Context: an optimization exercise on an open-source flow, tuned for small area and a short achievable clock period. The choices shown serve that exercise and are no tape-out recipe. No run shown here included a check of the RTL's function; only the layout flow was run.

$ cat design/flow/config.mk
export PLATFORM = sky130hd
export DESIGN_NAME = cordic_sin_cos
export DESIGN_NICKNAME = cordic_sin_cos
export VERILOG_FILES = /design/flow/design.v
export SDC_FILE = /design/flow/constraint.sdc
export NUM_CORES = 4
export LEC_CHECK = 0
export ABC_AREA = 1
export CAP_MARGIN = 60
export CORE_MARGIN = 2
export CORE_UTILIZATION = 40
export SLEW_MARGIN = 60
$ cat design/flow/constraint.sdc
create_clock -name core_clock -period 35.0 [get_ports {clk}]
set_input_delay 7.0000 -clock core_clock [delete_from_list [all_inputs] [get_ports {clk}]]
set_output_delay 7.0000 -clock core_clock [all_outputs]
set_load 0.01 [all_outputs]
$ cat design/flow/design.v
module get_conv_target_angle(
 input [19:0] target_angle,
 output [11:0] z0,
 output q2,
 output q3
);
 wire [19:0] a = target_angle;
 wire lowa = ~|a[19:13];
 wire gt1440 = (a[12] | (a[11] | (a[10] & (a[9] | (a[8] & (a[7] & (a[6] | (a[5] & (a[4] | (a[3] | (a[2] | (a[1] | a[0]))))))))))));
 wire gt2880 = (a[12] | (a[11] & (a[10] | (a[9] & (a[8] & (a[7] | (a[6] & (a[5] | (a[4] | (a[3] | (a[2] | (a[1] | a[0]))))))))))));
 wire gt4320 = (a[12] & (a[11] | (a[10] | (a[9] | (a[8] | (a[7] & (a[6] & (a[5] & (a[4] | (a[3] | (a[2] | (a[1] | a[0]))))))))))));
 wire gt5760 = (a[12] & (a[11] | (a[10] & (a[9] & (a[8] | (a[7] & (a[6] | (a[5] | (a[4] | (a[3] | (a[2] | (a[1] | a[0]))))))))))));
 assign q2 = lowa & gt1440 & ~gt2880;
 assign q3 = lowa & gt2880 & ~gt4320;
 wire q4 = lowa & gt4320 & ~gt5760;
 wire satp = ~a[19] & ~(lowa & ~gt5760);
 wire satn = a[19] & ~((a[18] & (a[17] & (a[16] & (a[15] & (a[14] & (a[13] & (a[12] & (a[11] & (a[10] | (a[9] | (a[8] & (a[7] & a[6])))))))))))));
 reg [6:0] zh;
 always @(*) begin
  if (satp) zh = 7'd50;
  else if (satn) zh = 7'd78;
  else if (q2) zh = a[11:5] - 7'd45;
  else if (q3) zh = a[11:5] - 7'd90;
  else if (q4) zh = a[11:5] - 7'd52;
  else zh = a[11:5];
 end
 assign z0 = {zh, a[4:0] & {5{~(satp | satn)}}};
endmodule
module output_mapping(
 input [16:0] x,
 input [16:0] y,
 output [16:0] x_res,
 output [16:0] y_res
);
 assign x_res = x;
 assign y_res = y;
endmodule
module cordic_sin_cos(clk, rst, target_angle, x_res, y_res);
 input clk, rst;
 input [19:0] target_angle;
 output reg [19:0] x_res;
 output reg [19:0] y_res;
 wire [11:0] z0;
 wire q2, q3;
 get_conv_target_angle conv_angle(.target_angle(target_angle), .z0(z0), .q2(q2), .q3(q3));
 wire [8:0] d;   
 wire [11:0] zs0 = z0;
 wire [11:0] zs0_u = zs0 ^ 12'd2048;
 assign d[0] = ~zs0[11];
 wire c0_m720 = (zs0_u[11] | (zs0_u[10] & (zs0_u[9] | (zs0_u[8] & (zs0_u[7] | (zs0_u[6] | (zs0_u[5] & zs0_u[4])))))));
 wire c0_0 = zs0_u[11];
 wire c0_720 = (zs0_u[11] & (zs0_u[10] | (zs0_u[9] & (zs0_u[8] | (zs0_u[7] & (zs0_u[6] & (zs0_u[5] | zs0_u[4])))))));
 assign d[1] = (c0_m720 & ~c0_0) | (c0_720);
 wire c0_m1145 = (zs0_u[11] | (zs0_u[10] | (zs0_u[9] & (zs0_u[8] & (zs0_u[7] & (zs0_u[6] | (zs0_u[5] | (zs0_u[4] | (zs0_u[3] | (zs0_u[2] & (zs0_u[1] & zs0_u[0])))))))))));
 wire c0_m295 = (zs0_u[11] | (zs0_u[10] & (zs0_u[9] & (zs0_u[8] | (zs0_u[7] & (zs0_u[6] & (zs0_u[5] | (zs0_u[4] & (zs0_u[3] & (zs0_u[2] | (zs0_u[1] | zs0_u[0])))))))))));
 wire c0_295 = (zs0_u[11] & (zs0_u[10] | (zs0_u[9] | (zs0_u[8] & (zs0_u[7] | (zs0_u[6] | (zs0_u[5] & (zs0_u[4] | (zs0_u[3] | (zs0_u[2] & (zs0_u[1] & zs0_u[0])))))))))));
 wire c0_1145 = (zs0_u[11] & (zs0_u[10] & (zs0_u[9] | (zs0_u[8] | (zs0_u[7] | (zs0_u[6] & (zs0_u[5] & (zs0_u[4] & (zs0_u[3] & (zs0_u[2] | (zs0_u[1] | zs0_u[0])))))))))));
 assign d[2] = (c0_m1145 & ~c0_m720) | (c0_m295 & ~c0_0) | (c0_295 & ~c0_720) | (c0_1145);
 wire c0_m1369 = (zs0_u[11] | (zs0_u[10] | (zs0_u[9] & (zs0_u[8] | (zs0_u[7] & (zs0_u[6] | (zs0_u[5] & (zs0_u[4] | (zs0_u[3] | (zs0_u[2] & (zs0_u[1] & zs0_u[0])))))))))));
 wire c0_m921 = (zs0_u[11] | (zs0_u[10] & (zs0_u[9] | (zs0_u[8] | (zs0_u[7] | (zs0_u[6] & (zs0_u[5] & (zs0_u[4] | (zs0_u[3] | (zs0_u[2] & (zs0_u[1] & zs0_u[0])))))))))));
 wire c0_m519 = (zs0_u[11] | (zs0_u[10] & (zs0_u[9] | (zs0_u[8] & (zs0_u[7] & (zs0_u[6] & (zs0_u[5] & (zs0_u[4] & (zs0_u[3] & (zs0_u[2] | (zs0_u[1] | zs0_u[0])))))))))));
 wire c0_m71 = (zs0_u[11] | (zs0_u[10] & (zs0_u[9] & (zs0_u[8] & (zs0_u[7] & (zs0_u[6] | (zs0_u[5] & (zs0_u[4] & (zs0_u[3] & (zs0_u[2] | (zs0_u[1] | zs0_u[0])))))))))));
 wire c0_71 = (zs0_u[11] & (zs0_u[10] | (zs0_u[9] | (zs0_u[8] | (zs0_u[7] | (zs0_u[6] & (zs0_u[5] | (zs0_u[4] | (zs0_u[3] | (zs0_u[2] & (zs0_u[1] & zs0_u[0])))))))))));
 wire c0_519 = (zs0_u[11] & (zs0_u[10] | (zs0_u[9] & (zs0_u[8] | (zs0_u[7] | (zs0_u[6] | (zs0_u[5] | (zs0_u[4] | (zs0_u[3] | (zs0_u[2] & (zs0_u[1] & zs0_u[0])))))))))));
 wire c0_921 = (zs0_u[11] & (zs0_u[10] | (zs0_u[9] & (zs0_u[8] & (zs0_u[7] & (zs0_u[6] | (zs0_u[5] | (zs0_u[4] & (zs0_u[3] & (zs0_u[2] | (zs0_u[1] | zs0_u[0])))))))))));
 wire c0_1369 = (zs0_u[11] & (zs0_u[10] & (zs0_u[9] | (zs0_u[8] & (zs0_u[7] | (zs0_u[6] & (zs0_u[5] | (zs0_u[4] & (zs0_u[3] & (zs0_u[2] | (zs0_u[1] | zs0_u[0])))))))))));
 assign d[3] = (c0_m1369 & ~c0_m1145) | (c0_m921 & ~c0_m720) | (c0_m519 & ~c0_m295) | (c0_m71 & ~c0_0) | (c0_71 & ~c0_295) | (c0_519 & ~c0_720) | (c0_921 & ~c0_1145) | (c0_1369);
 reg [7:0] zk4;
 always @(*) begin
  case (d[3:0])
   4'b0000: zk4 = 8'd203;
   4'b1000: zk4 = 8'd231;
   4'b0100: zk4 = 8'd11;
   4'b1100: zk4 = 8'd39;
   4'b0010: zk4 = 8'd121;
   4'b1010: zk4 = 8'd149;
   4'b0110: zk4 = 8'd185;
   4'b1110: zk4 = 8'd213;
   4'b0001: zk4 = 8'd43;
   4'b1001: zk4 = 8'd71;
   4'b0101: zk4 = 8'd107;
   4'b1101: zk4 = 8'd135;
   4'b0011: zk4 = 8'd217;
   4'b1011: zk4 = 8'd245;
   4'b0111: zk4 = 8'd25;
   4'b1111: zk4 = 8'd53;
  endcase
 end
 wire [7:0] zs4 = zs0[7:0] + zk4;
 wire [7:0] zs4_u = zs4 ^ 8'd128;
 assign d[4] = ~zs4[7];
 wire c4_m57 = (zs4_u[7] | (zs4_u[6] & (zs4_u[5] | (zs4_u[4] | (zs4_u[3] | (zs4_u[2] & (zs4_u[1] & zs4_u[0])))))));
 wire c4_0 = zs4_u[7];
 wire c4_57 = (zs4_u[7] & (zs4_u[6] | (zs4_u[5] & (zs4_u[4] & (zs4_u[3] & (zs4_u[2] | (zs4_u[1] | zs4_u[0])))))));
 assign d[5] = (c4_m57 & ~c4_0) | (c4_57);
 wire c4_m85 = (zs4_u[7] | (zs4_u[6] | (zs4_u[5] & (zs4_u[4] | (zs4_u[3] & (zs4_u[2] | (zs4_u[1] & zs4_u[0])))))));
 wire c4_m29 = (zs4_u[7] | (zs4_u[6] & (zs4_u[5] & (zs4_u[4] | (zs4_u[3] | (zs4_u[2] | (zs4_u[1] & zs4_u[0])))))));
 wire c4_29 = (zs4_u[7] & (zs4_u[6] | (zs4_u[5] | (zs4_u[4] & (zs4_u[3] & (zs4_u[2] & (zs4_u[1] | zs4_u[0])))))));
 wire c4_85 = (zs4_u[7] & (zs4_u[6] & (zs4_u[5] | (zs4_u[4] & (zs4_u[3] | (zs4_u[2] & (zs4_u[1] | zs4_u[0])))))));
 assign d[6] = (c4_m85 & ~c4_m57) | (c4_m29 & ~c4_0) | (c4_29 & ~c4_57) | (c4_85);
 reg [5:0] zk7;
 always @(*) begin
  case (d[6:4])
   3'b000: zk7 = 6'd35;
   3'b100: zk7 = 6'd7;
   3'b010: zk7 = 6'd43;
   3'b110: zk7 = 6'd15;
   3'b001: zk7 = 6'd49;
   3'b101: zk7 = 6'd21;
   3'b011: zk7 = 6'd57;
   3'b111: zk7 = 6'd29;
  endcase
 end
 wire [5:0] zs7 = zs4[5:0] + zk7;
 wire [5:0] zs7_u = zs7 ^ 6'd32;
 assign d[7] = ~zs7[5];
 wire c7_m7 = (zs7_u[5] | (zs7_u[4] & (zs7_u[3] & (zs7_u[2] | (zs7_u[1] | zs7_u[0])))));
 wire c7_0 = zs7_u[5];
 wire c7_7 = (zs7_u[5] & (zs7_u[4] | (zs7_u[3] | (zs7_u[2] & (zs7_u[1] & zs7_u[0])))));
 assign d[8] = (c7_m7 & ~c7_0) | (c7_7);
 wire [6:0] ti = d[6:0];
 wire [16:0] xm;
 wire [127:0] txm0 = 128'h7d410b3bdc5082be7d410b3bdc5082be;
 assign xm[0] = txm0[ti];
 wire [127:0] txm1 = 128'h8d0e02329c7e7ac03f9dbd058ffc4c72;
 assign xm[1] = txm1[ti];
 wire [127:0] txm2 = 128'he7c00074625f9fd95bb8bb416d3f0c9a;
 assign xm[2] = txm2[ti];
 wire [127:0] txm3 = 128'h39f4de500c9e16526c7d201a68df5da;
 assign xm[3] = txm3[ti];
 wire [127:0] txm4 = 128'h5a86d77b55aa6412c82655abdee66540;
 assign xm[4] = txm4[ti];
 wire [127:0] txm5 = 128'h1fda097ebe6e0137ec80767c7e945ff8;
 assign xm[5] = txm5[ti];
 wire [127:0] txm6 = 128'h64c7e073e1f3f907e09fcf87ce03e726;
 assign xm[6] = txm6[ti];
 wire [127:0] txm7 = 128'h5e4de675c96fc087e103f693ae67b67a;
 assign xm[7] = txm7[ti];
 wire [127:0] txm8 = 128'h1e87efd3a0abf937ec9fd505cbf7e578;
 assign xm[8] = txm8[ti];
 wire [127:0] txm9 = 128'h3bf3e38fc983dffdbffbc193f1c7cbdc;
 assign xm[9] = txm9[ti];
 wire [127:0] txm10 = 128'h51dfe58bf5c7cfe7e7f3e3afd1a7fb8a;
 assign xm[10] = txm10[ti];
 wire [127:0] txm11 = 128'hc16b4373775f4f33ccf2faeecec2d683;
 assign xm[11] = txm11[ti];
 wire [127:0] txm12 = 128'hfee6cac2635b7f5ffafedac64353677f;
 assign xm[12] = txm12[ti];
 wire [127:0] txm13 = 128'h7642dffbfff34a6e7652cfffdffb426e;
 assign xm[13] = txm13[ti];
 wire [127:0] txm14 = 128'hcf66ee77ce776ef3cf76ee73ee7766f3;
 assign xm[14] = txm14[ti];
 wire [127:0] txm15 = 128'hf67ef66ff66f766ff66ef66ff66f7e6f;
 assign xm[15] = txm15[ti];
 wire [127:0] txm16 = 128'h80008001800100018000800180010001;
 assign xm[16] = txm16[ti];
 wire [16:0] ym;
 wire [127:0] tym0 = 128'hfec24567ace0012dfec24567ace0012d;
 assign ym[0] = tym0[ti];
 wire [127:0] tym1 = 128'hd8652ee6407f36ad03acf977c994a576;
 assign ym[1] = tym1[ti];
 wire [127:0] tym2 = 128'ha725ad6d55fa7aa132b2a0dd5941039a;
 assign ym[2] = tym2[ti];
 wire [127:0] tym3 = 128'hf60a238f559387dd0c1f36550e31f790;
 assign ym[3] = tym3[ti];
 wire [127:0] tym4 = 128'h500ccee2ff00cd76d14cff00b886c7f5;
 assign ym[4] = tym4[ti];
 wire [127:0] tym5 = 128'h7aa043e828c8576e8915ecebe835f2a1;
 assign ym[5] = tym5[ti];
 wire [127:0] tym6 = 128'hcd8e95e687a6a35e853a9a1e985e864c;
 assign ym[6] = tym6[ti];
 wire [127:0] tym7 = 128'hf8cb8cef93ca951e8756ac3608ce24e0;
 assign ym[7] = tym7[ti];
 wire [127:0] tym8 = 128'h780e8ab60502a36e893abf5f92ae87e1;
 assign ym[8] = tym8[ti];
 wire [127:0] tym9 = 128'h62b6861a9316baab2aa29736a79e9ab9;
 assign ym[9] = tym9[ti];
 wire [127:0] tym10 = 128'hf7ba8f12af9e9a8e8ea6860ab70ea210;
 assign ym[10] = tym10[ti];
 wire [127:0] tym11 = 128'h97c2d6e6eefada6699a4a0889894bc16;
 assign ym[11] = tym11[ti];
 wire [127:0] tym12 = 128'ha88c9094c6f2eafaa0a8b09cd6f6ceea;
 assign ym[12] = tym12[ti];
 wire [127:0] tym13 = 128'hecd4baa2aaa6d0c8ecf49aaabaa2d4c8;
 assign ym[13] = tym13[ti];
 wire [127:0] tym14 = 128'h9acc88ee98eec8a69aec88e688eecca6;
 assign ym[14] = tym14[ti];
 wire [127:0] tym15 = 128'hace8accaaccaeccaacc8accaaccae8ca;
 assign ym[15] = tym15[ti];
 wire [127:0] tym16 = 128'h15551557155755571555155715575557;
 assign ym[16] = tym16[ti];
 wire [16:0] xt = ((q2 ? ym : xm) ^ {17{q2 | q3}}) + (q2 | q3);
 wire [16:0] yt = ((q2 ? xm : ym) ^ {17{q3}}) + q3;
 wire qn = q2 | q3;
 wire [16:0] tx7 = {{7{yt[16]}}, yt[16:7]};
 wire [16:0] ty7 = {{7{xt[16]}}, xt[16:7]};
 wire zx7 = ~|xt[6:0];
 wire zy7 = ~|yt[6:0];
 wire cx7 = q3 ? ~(d[7] ^ zy7) : d[7];
 wire cy7 = qn ? (d[7] ^ zx7) : ~d[7];
 wire [16:0] x8 = xt + (tx7 ^ {17{d[7]}}) + cx7;
 wire [16:0] y8 = yt + (ty7 ^ {17{~d[7]}}) + cy7;
 wire [16:0] tx8 = {{8{y8[16]}}, y8[16:8]};
 wire [16:0] ty8 = {{8{x8[16]}}, x8[16:8]};
 wire zx8 = ~|x8[7:0];
 wire zy8 = ~|y8[7:0];
 wire cx8 = q3 ? ~(d[8] ^ zy8) : d[8];
 wire cy8 = qn ? (d[8] ^ zx8) : ~d[8];
 wire [16:0] x9 = x8 + (tx8 ^ {17{d[8]}}) + cx8;
 wire [16:0] y9 = y8 + (ty8 ^ {17{~d[8]}}) + cy8;
 wire [16:0] xo, yo;
 output_mapping out_map(.x(x9), .y(y9), .x_res(xo), .y_res(yo));
 always @(posedge clk) begin
  if (rst == 1'b0) begin
   x_res <= 20'd0;
   y_res <= 20'd0;
  end else begin
   x_res <= {{3{xo[16]}}, xo};
   y_res <= {{3{yo[16]}}, yo};
  end
 end
endmodule
$ cat design/flow/run.sh
#!/bin/bash
# synth_recipe.tcl (not shown) runs the flow's synth.tcl, then flattens the netlist and writes it again
# the make line also repeats each setting of config.mk as NAME=value (left out here)
make -C /OpenROAD-flow-scripts/flow DESIGN_CONFIG=/design/flow/config.mk WORK_HOME=/design/flow/orfs CLKGATE_MAP_FILE= SYNTH_SCRIPT=/design/flow/synth_recipe.tcl finish
==> summary.txt, run 1 <==
Outcome
  – Status: no timing/DRC/antenna violations

Cells and area
  – Layout Nets: 2,223
  – Multi-input logic area: 0.009587 mm^2
  – Layout cells sized above 1: 0.07156
  – Finished Layout Cells: 2,495
  – Area growth syn-to-layout: 8.824%
  – Register Area: 680.7 um^2
  – Fillers: 3,140

Die
  – Core Box Area: 0.02863 mm^2
  – Row cnt: 62
  – Die Y: 174.1 um
  – Die area: 0.03030 mm^2
  – Initial Util: 0.4042
  – Die X: 174.1 um
  – # IOs: 62

CTS
  – Post-cts resize count: 0
  – Post-CTS setup buffer count: 0
  – CTS tree: built
  – CTS clk-pin slew, worst paths: 60 ps
  – TritonCTS Sinks: 34
  – Num CTS Buffers: 5
  – CTS Root Cell: clkbuf_16
  – Hold_buf cts: 0
  – Clock Tree Buf Depth: 2
  – CTS HTree Levels: 2

Setup path
  – CP Capture Type: register
  – Critical Path AT: 22,300 ps
  – Critical Path RT: 35,190 ps
  – Crit Path Class: input port to register
  – Stages on worst setup path: 77
  – Max FO, Critical Path: 44
  – Largest stage delay on the critical path: 740 ps
  – WP buf/inv: 13
  – CP top delay family: simple AND/OR/NAND/NOR gates
  – Critical path endpoint: y_res[16]
  – Setup crit start: target_angle[7]
  – Cell mode on critical path: nand2_1
  – Crit-path slowest cell: clkdlybuf4s50_1
  – CP startpoint kind: input port

Yosys
  – Synth top area share: 0.2086
  – Mapped Cells: 2,101
  – Sequential fraction of the synthesis area: 0.05882
  – Netlist Area Pre-Place: 0.01157 mm^2
  – Mapped Avg Cell Area: 5.507 um^2
  – Top cells by area, synth: nand2_1 (21%), nand3_1 (9.5%), ha_1 (9.0%)
  – FF+latch count, synth: 34
  – Ys flop type: dfxtp_1
  – Unique cell type count in the Yosys netlist: 65
  – Post-Syn Nets: 2,215
  – Post-synth top area cell: nand2_1
  – Synth async-reset ratio: 0
  – Yosys warnings: 2
  – EDFF count, synth: 0

Detailed routing
  – Via density: 6.121
  – Iteration-0 DRC Markers: 2,226
  – Antenna-violating nets left: 0
  – # DRC: 0
  – Post-Route WL: 63,430 um
  – Pre-Repair DR Iteration Count: 8
  – Via Count: 15,273
  – WL/cell: 25.42 um

STA
  – Final hold violation count: 0
  – Fin crit share: 0.6318
  – RSZ-0062 raised after global routing: no
  – Setup ws final: 12,890 ps
  – Min Hold Slack: 7136 ps
  – Setup tns final: 0 ps
  – Max Transition Viols Final: 0
  – Worst-Margin Slew: 622.4 ps
  – Headroom to the max-slew limit: 0.5836
  – Fmax: 45.22 MHz
  – Final setup fails: 0
  – Min Clock Period, post-route: 22,110 ps

Worst hold path
  – HP Start: rst
  – Worst Hold Class: input port to register

GRT
  – Largest net degree at the start of global routing: 46
  – Remaining Overflow, GRT: 0
  – Vias in the first global route: 14,721
  – GRT Total Usage: 0.4088
  – First-pass GRT wire length: 92,940 um
  – Initial antenna violation count: 1

Placed design
  – Pre-CTS setup slack: 13,170 ps
  – Dpl hpwl: 49,830 um
  – Placer congestion estimate: 1.174
  – Dpl cells: 2,486
  – IO Port Bufs: 61

Flow run
  – Max Cap Viol: 0
how the worst min path moves through the flow:
stage | endpoint | cells after the start | slack, ps
4_1_cts | y_res[1] | 3 | 7150
5_1_grt | y_res[1] | 3 | 7170
2_1_floorplan | y_res[6] | 2 | 7140
3_3_place_gp | y_res[6] | 1 | 7730
6_report | y_res[1] | 3 | 7140
3_5_place_dp | y_res[1] | 3 | 7440
cells in the mapped netlist (all sizes together) (2+ instances only):
cell     instances
nor2b            2
nand3          234
buf             69
o21bai           6
ha              83
o211ai          19
nor2           183
a21oi          154
o31ai            8
o21ai          165
dfxtp           34
o2111ai          7
or2              9
and2             6
a31oi            7
a21o             3
o21a            13
o22ai            8
xnor3            2
clkbuf          10
inv            236
nor4             7
xnor2           19
fa               9
o221ai           5
a211oi           5
a22oi            2
nor3            14
clkinv           2
nand3b           6
a21boi           3
nand2          672
xor2            73
nand4           19
cell usage in the layout, fill, tap and decap left out, types with 31 or more instances in the layout:
master           instances
nand2_1                642
ha_1                    83
clkdlybuf4s50_1         60
xor2_1                  68
inv_1                  209
nand3_1                219
nor2_1                 161
o21ai_1                 31
dfxtp_1                 34
o21ai_0                131
a21oi_1                152
metrics by stage:
step | util | cell area, um^2
2_1_floorplan | - | 11570
3_3_place_gp | 0.4302 | 12310
3_5_place_dp | 0.4322 | 12370
4_1_cts | 0.4390 | 12570
5_1_grt | 0.4398 | 12590
6_report | 0.4399 | 12590
sequential cells by signal, indices dropped and copies added, names as in the netlist:
signal / flops
x_res: 17
y_res: 17
routing by layer:
| layer | track usage | vias to the layer above | wire length [um] | part of all wire |
|---|---|---|---|---|
| met5 | 0 | - | 0 | 0 |
| met4 | 0.3176 | 0 | 5867 | 0.092 |
| li1 | - | 6953 | - | - |
| met3 | 0.08246 | 306 | 6605 | 0.10 |
| met1 | 0.4690 | 6946 | 23040 | 0.36 |
| met2 | 0.6667 | 1068 | 27910 | 0.44 |
final cells by class:
class | instances | area share
Tap cell | 384 | 0.03816
Antenna cell | 1 | 0.0001987
Inverter | 238 | 0.07114
Clock inverter | 3 | 0.005465
Multi-Input combinational cell | 1750 | 0.7613
Sequential cell | 34 | 0.05405
Clock buffer | 5 | 0.009936
Timing Repair Buffer | 80 | 0.05972
logic make-up (layout without fill, tap and decap cells):
logic type,after synthesis,count (layout),synth area share
compound gates,410,410,0.2007
xor+xnor,94,94,0.07483
fa+ha+maj,92,92,0.1053
buf+inv,317,326,0.1201
flops,34,34,0.05882
other cells,0,1,0
simple gates,1154,1154,0.4402
==> run 2: changes to the inputs <==
--- a/design/flow/design.v
+++ b/design/flow/design.v
@@ -30,9 +30,29 @@
  input [16:0] x,
  input [16:0] y,
+ input [8:0] d,
+ input q2,
+ input q3,
  output [16:0] x_res,
  output [16:0] y_res
 );
- assign x_res = x;
- assign y_res = y;
+ wire qn = q2 | q3;
+ wire [16:0] tx7 = {{7{y[16]}}, y[16:7]};
+ wire [16:0] ty7 = {{7{x[16]}}, x[16:7]};
+ wire zx7 = ~|x[6:0];
+ wire zy7 = ~|y[6:0];
+ wire cx7 = q3 ? ~(d[7] ^ zy7) : d[7];
+ wire cy7 = qn ? (d[7] ^ zx7) : ~d[7];
+ wire [16:0] x8 = x + (tx7 ^ {17{d[7]}}) + cx7;
+ wire [16:0] y8 = y + (ty7 ^ {17{~d[7]}}) + cy7;
+ wire [16:0] tx8 = {{8{y8[16]}}, y8[16:8]};
+ wire [16:0] ty8 = {{8{x8[16]}}, x8[16:8]};
+ wire zx8 = ~|x8[7:0];
+ wire zy8 = ~|y8[7:0];
+ wire cx8 = q3 ? ~(d[8] ^ zy8) : d[8];
+ wire cy8 = qn ? (d[8] ^ zx8) : ~d[8];
+ wire [16:0] x9 = x8 + (tx8 ^ {17{d[8]}}) + cx8;
+ wire [16:0] y9 = y8 + (ty8 ^ {17{~d[8]}}) + cy8;
+ assign x_res = x9;
+ assign y_res = y9;
 endmodule
 module cordic_sin_cos(clk, rst, target_angle, x_res, y_res);
@@ -193,22 +213,6 @@
  wire [16:0] yt = ((q2 ? xm : ym) ^ {17{q3}}) + q3;
  wire qn = q2 | q3;
- wire [16:0] tx7 = {{7{yt[16]}}, yt[16:7]};
- wire [16:0] ty7 = {{7{xt[16]}}, xt[16:7]};
- wire zx7 = ~|xt[6:0];
- wire zy7 = ~|yt[6:0];
- wire cx7 = q3 ? ~(d[7] ^ zy7) : d[7];
- wire cy7 = qn ? (d[7] ^ zx7) : ~d[7];
- wire [16:0] x8 = xt + (tx7 ^ {17{d[7]}}) + cx7;
- wire [16:0] y8 = yt + (ty7 ^ {17{~d[7]}}) + cy7;
- wire [16:0] tx8 = {{8{y8[16]}}, y8[16:8]};
- wire [16:0] ty8 = {{8{x8[16]}}, x8[16:8]};
- wire zx8 = ~|x8[7:0];
- wire zy8 = ~|y8[7:0];
- wire cx8 = q3 ? ~(d[8] ^ zy8) : d[8];
- wire cy8 = qn ? (d[8] ^ zx8) : ~d[8];
- wire [16:0] x9 = x8 + (tx8 ^ {17{d[8]}}) + cx8;
- wire [16:0] y9 = y8 + (ty8 ^ {17{~d[8]}}) + cy8;
  wire [16:0] xo, yo;
- output_mapping out_map(.x(x9), .y(y9), .x_res(xo), .y_res(yo));
+ output_mapping out_map(.x(xt), .y(yt), .d(d), .q2(q2), .q3(q3), .x_res(xo), .y_res(yo));
  always @(posedge clk) begin
   if (rst == 1'b0) begin
--- a/design/flow/config.mk
+++ b/design/flow/config.mk
@@ -11,2 +11,3 @@
 export CORE_UTILIZATION = 40
 export SLEW_MARGIN = 60
+export SYNTH_HIERARCHICAL = 1
==> run 2 against run 1 <==
Still clean. Clock-buffer cell count did not move. Final cell count rose by 11%. Flip-flop and latch count did not move. First-iteration DRC count fell by 16%. Fmax rose by 8.6%. Worst setup slack improved by 1800 ps. Global-route usage fell by 4.7 points. Die area rose by 11%. Critical path type unchanged. Largest cell class unchanged.
==> summary.txt, run 2 <==
GRT
  – First-pass GRT wire length: 92,740 um
  – Met3 GRT Util: 0.05210
  – GRT Total Usage: 0.3622
  – Remaining Overflow, GRT: 0
  – Most Crowded Layer GR: met2
  – Largest net degree at the start of global routing: 81
  – Met1 GRT Util: 0.4687
  – Initial antenna violation count: 0
  – Vias in the first global route: 15,026
  – M2 GR Usage: 0.5647

CTS
  – Post-CTS setup buffer count: 0
  – Hold_buf cts: 0
  – CTS clk-pin slew, worst paths: 50 ps
  – CTS HTree Levels: 2
  – TritonCTS Sinks: 34
  – CTS Root Cell: clkbuf_16
  – Post-cts resize count: 0
  – CTS tree: built
  – Clock Tree Buf Depth: 2
  – Num CTS Buffers: 5

Yosys
  – List of most frequent post-synthesis cells: nand2_1 (805), nand3_1 (276), inv_1 (267)
  – Top cells by area, synth: nand2_1 (23%), nand3_1 (11%), ha_1 (8.0%)
  – Yosys warnings: 8
  – Unique cell type count in the Yosys netlist: 68
  – Sequential fraction of the synthesis area: 0.05274
  – Count leader, synth: nand2_1
  – Ys flop type: dfxtp_1
  – Synth top area share: 0.2341
  – Synth async-reset ratio: 0
  – EDFF count, synth: 0
  – Post-synth top area cell: nand2_1
  – Netlist Area Pre-Place: 0.01291 mm^2
  – Post-Syn Nets: 2,484
  – Mapped Cells: 2,370
  – Mapped Avg Cell Area: 5.446 um^2
  – FF+latch count, synth: 34

Detailed routing
  – Via Count: 16,309
  – WL/cell: 22.38 um
  – Antenna-violating nets left: 0
  – Post-Route WL: 61,780 um
  – Pre-Repair DR Iteration Count: 6
  – Iteration-0 DRC Markers: 1,864
  – # DRC: 0
  – Via density: 5.909

STA
  – Setup tns final: 0 ps
  – Final hold violation count: 0
  – RSZ-0062 raised after global routing: no
  – Min Clock Period, post-route: 20,350 ps
  – Fmax: 49.13 MHz
  – Worst-Margin Slew: 603.8 ps
  – Final setup fails: 0
  – Headroom to the max-slew limit: 0.5948
  – Fin crit share: 0.5815
  – Max Transition Viols Final: 0

Die
  – Initial Util: 0.4079
  – Core Box Area: 0.03164 mm^2
  – Row cnt: 65
  – Die X: 183.6 um
  – # IOs: 62
  – Die Y: 183.6 um
  – Die area: 0.03372 mm^2

Setup path
  – Crit Path Class: input port to register
  – Critical Path AT: 20,580 ps
  – CP startpoint kind: input port
  – Cell mode on critical path: nand2_1
  – CP Capture Type: register
  – Max FO, Critical Path: 80
  – Largest stage delay on the critical path: 630 ps
  – Critical Path RT: 35,230 ps
  – Crit-path slowest cell: clkdlybuf4s50_1

Placed design
  – Placer congestion estimate: 1.113
  – IO Port Bufs: 61
  – Dpl cell area: 0.01366 mm^2
  – Dpl hpwl: 49,790 um

Worst hold path
  – Hold path cells: 3
  – HP Start: rst
  – Worst Hold Class: input port to register
  – Hold Path End: x_res[11]

Cells and area
  – Multi-input logic area: 0.01061 mm^2
  – Final core utilization: 0.4384
  – Layout cells sized above 1: 0.07252
  – Antenna Cells: 0
  – Area growth syn-to-layout: 7.455%
  – Most common cell after layout, fill and taps aside: nand2_1
  – Design Area, Final: 0.01387 mm^2
  – Register Area: 680.7 um^2
  – Commonest cells after routing, fill and taps aside: nand2_1 (803), nand3_1 (276), inv_1 (267)
  – Layout Nets: 2,471
  – Fillers: 3,586
  – Top Registers: x_res (17), y_res (17)

Flow run
  – Max Cap Viol: 0

Outcome
  – Status: no timing/DRC/antenna violations
run 2: cell types whose count changed after synthesis, sizes merged, moves of 10 or more:
cell | previous run | this run
nand2 | 672 | 844
nand3 | 234 | 291
inv | 236 | 289
nor2 | 183 | 157
a21oi | 154 | 129
buf | 69 | 85
o21ai | 165 | 180
xnor2 | 19 | 31
o21a | 13 | 3
run 2: how the worst max path moves through the flow:
stage,from,to,slack [ps],cells after the start
3_5_place_dp,target_angle[7],x_res[14],14700,67
3_3_place_gp,target_angle[8],x_res[14],14090,69
4_1_cts,target_angle[7],x_res[14],14970,67
6_report,target_angle[7],x_res[14],14650,67
2_1_floorplan,target_angle[19],x_res[10],18020,72
5_1_grt,target_angle[7],x_res[14],13920,65
run 2: cell type report:
class,instances,share of cell area
Inverter,292,0.07993
Multi-Input combinational cell,1948,0.7650
Clock buffer,5,0.009022
Sequential cell,34,0.04908
Timing Repair Buffer,76,0.05576
Clock inverter,3,0.004962
Tap cell,402,0.03627
run 2: routing by layer:
layer / share of wire / wire [um]
met1: 0.41 / 25310
met2: 0.42 / 26070
met3: 0.091 / 5639
met4: 0.077 / 4768
met5: 0 / 0
run 2: through the flow:
| stage | worst slack [ps] | hold slack [ps] | cells |
|---|---|---|---|
| final | 14650 | 7104 | 2760 |
| after global routing | 13920 | 7139 | 2760 |
| after CTS | 14970 | 7210 | 2760 |
| after detailed placement | 14700 | 7509 | 2752 |
| after global placement | 14090 | 7735 | 2749 |
| after floorplan | 18020 | 7274 | 2370 |
run 2: modules after synthesis, one instance, submodules excluded:
module / flip-flops and latches / cell area (um^2)
cordic_sin_cos: 34 / 8127
output_mapping: 0 / 4043
get_conv_target_angle: 0 / 737.0
run 2: cells by family after synthesis:
group	share of synthesized area
muxes	0.001551
AOI/OAI and AO/OA	0.1762
and+or+nand+nor	0.4680
DFF	0.05274
buffers and inverters	0.1327
xor gates and xnor gates	0.07436
adders and majority gates	0.09443
run 2: worst max-delay path, delay by kind of cell:
| kind | cells | cell delay (ps) |
|---|---|---|
| AO/OA/AOI/OAI | 4 | 900 |
| AND/OR/NAND/NOR | 40 | 6050 |
| buffers and inverters | 12 | 2560 |
| XOR/XNOR | 4 | 1120 |
| adder cells (fa/ha/maj) | 7 | 2720 |

==> static timing again, ports no longer ideal <==
How much do the figures lean on ideal ports? The routed layouts below were timed once more, with nothing changed but the port constraints.
Step 1: set_driving_cell puts a clkbuf_16 on clk and a buf_2 on each other input, an assumption about the parent block.
Step 2 also shifts input and output timing later by t, the mid clock arrival at the registers, as if the neighbouring blocks saw the same clock.
Three values: no drivers, after step 1, after step 2; two values: the first two.
| run | t, ns | setup slack, ns | worst setup path after step 2 | worst data-port slew with drivers (ns) |
|---|---|---|---|---|
| run 1 | 0.328 | 12.886 / 12.886 / 12.559 | input to register | 0.06 |
| run 2 | 0.305 | 14.646 / 14.652 / 14.347 | input to register | 0.04 |
After both steps setup and hold are still met in every run listed. For run 1, which loses most, drivers alone change the setup slack by 0.000 ns; drivers and shift together by -0.327 ns.
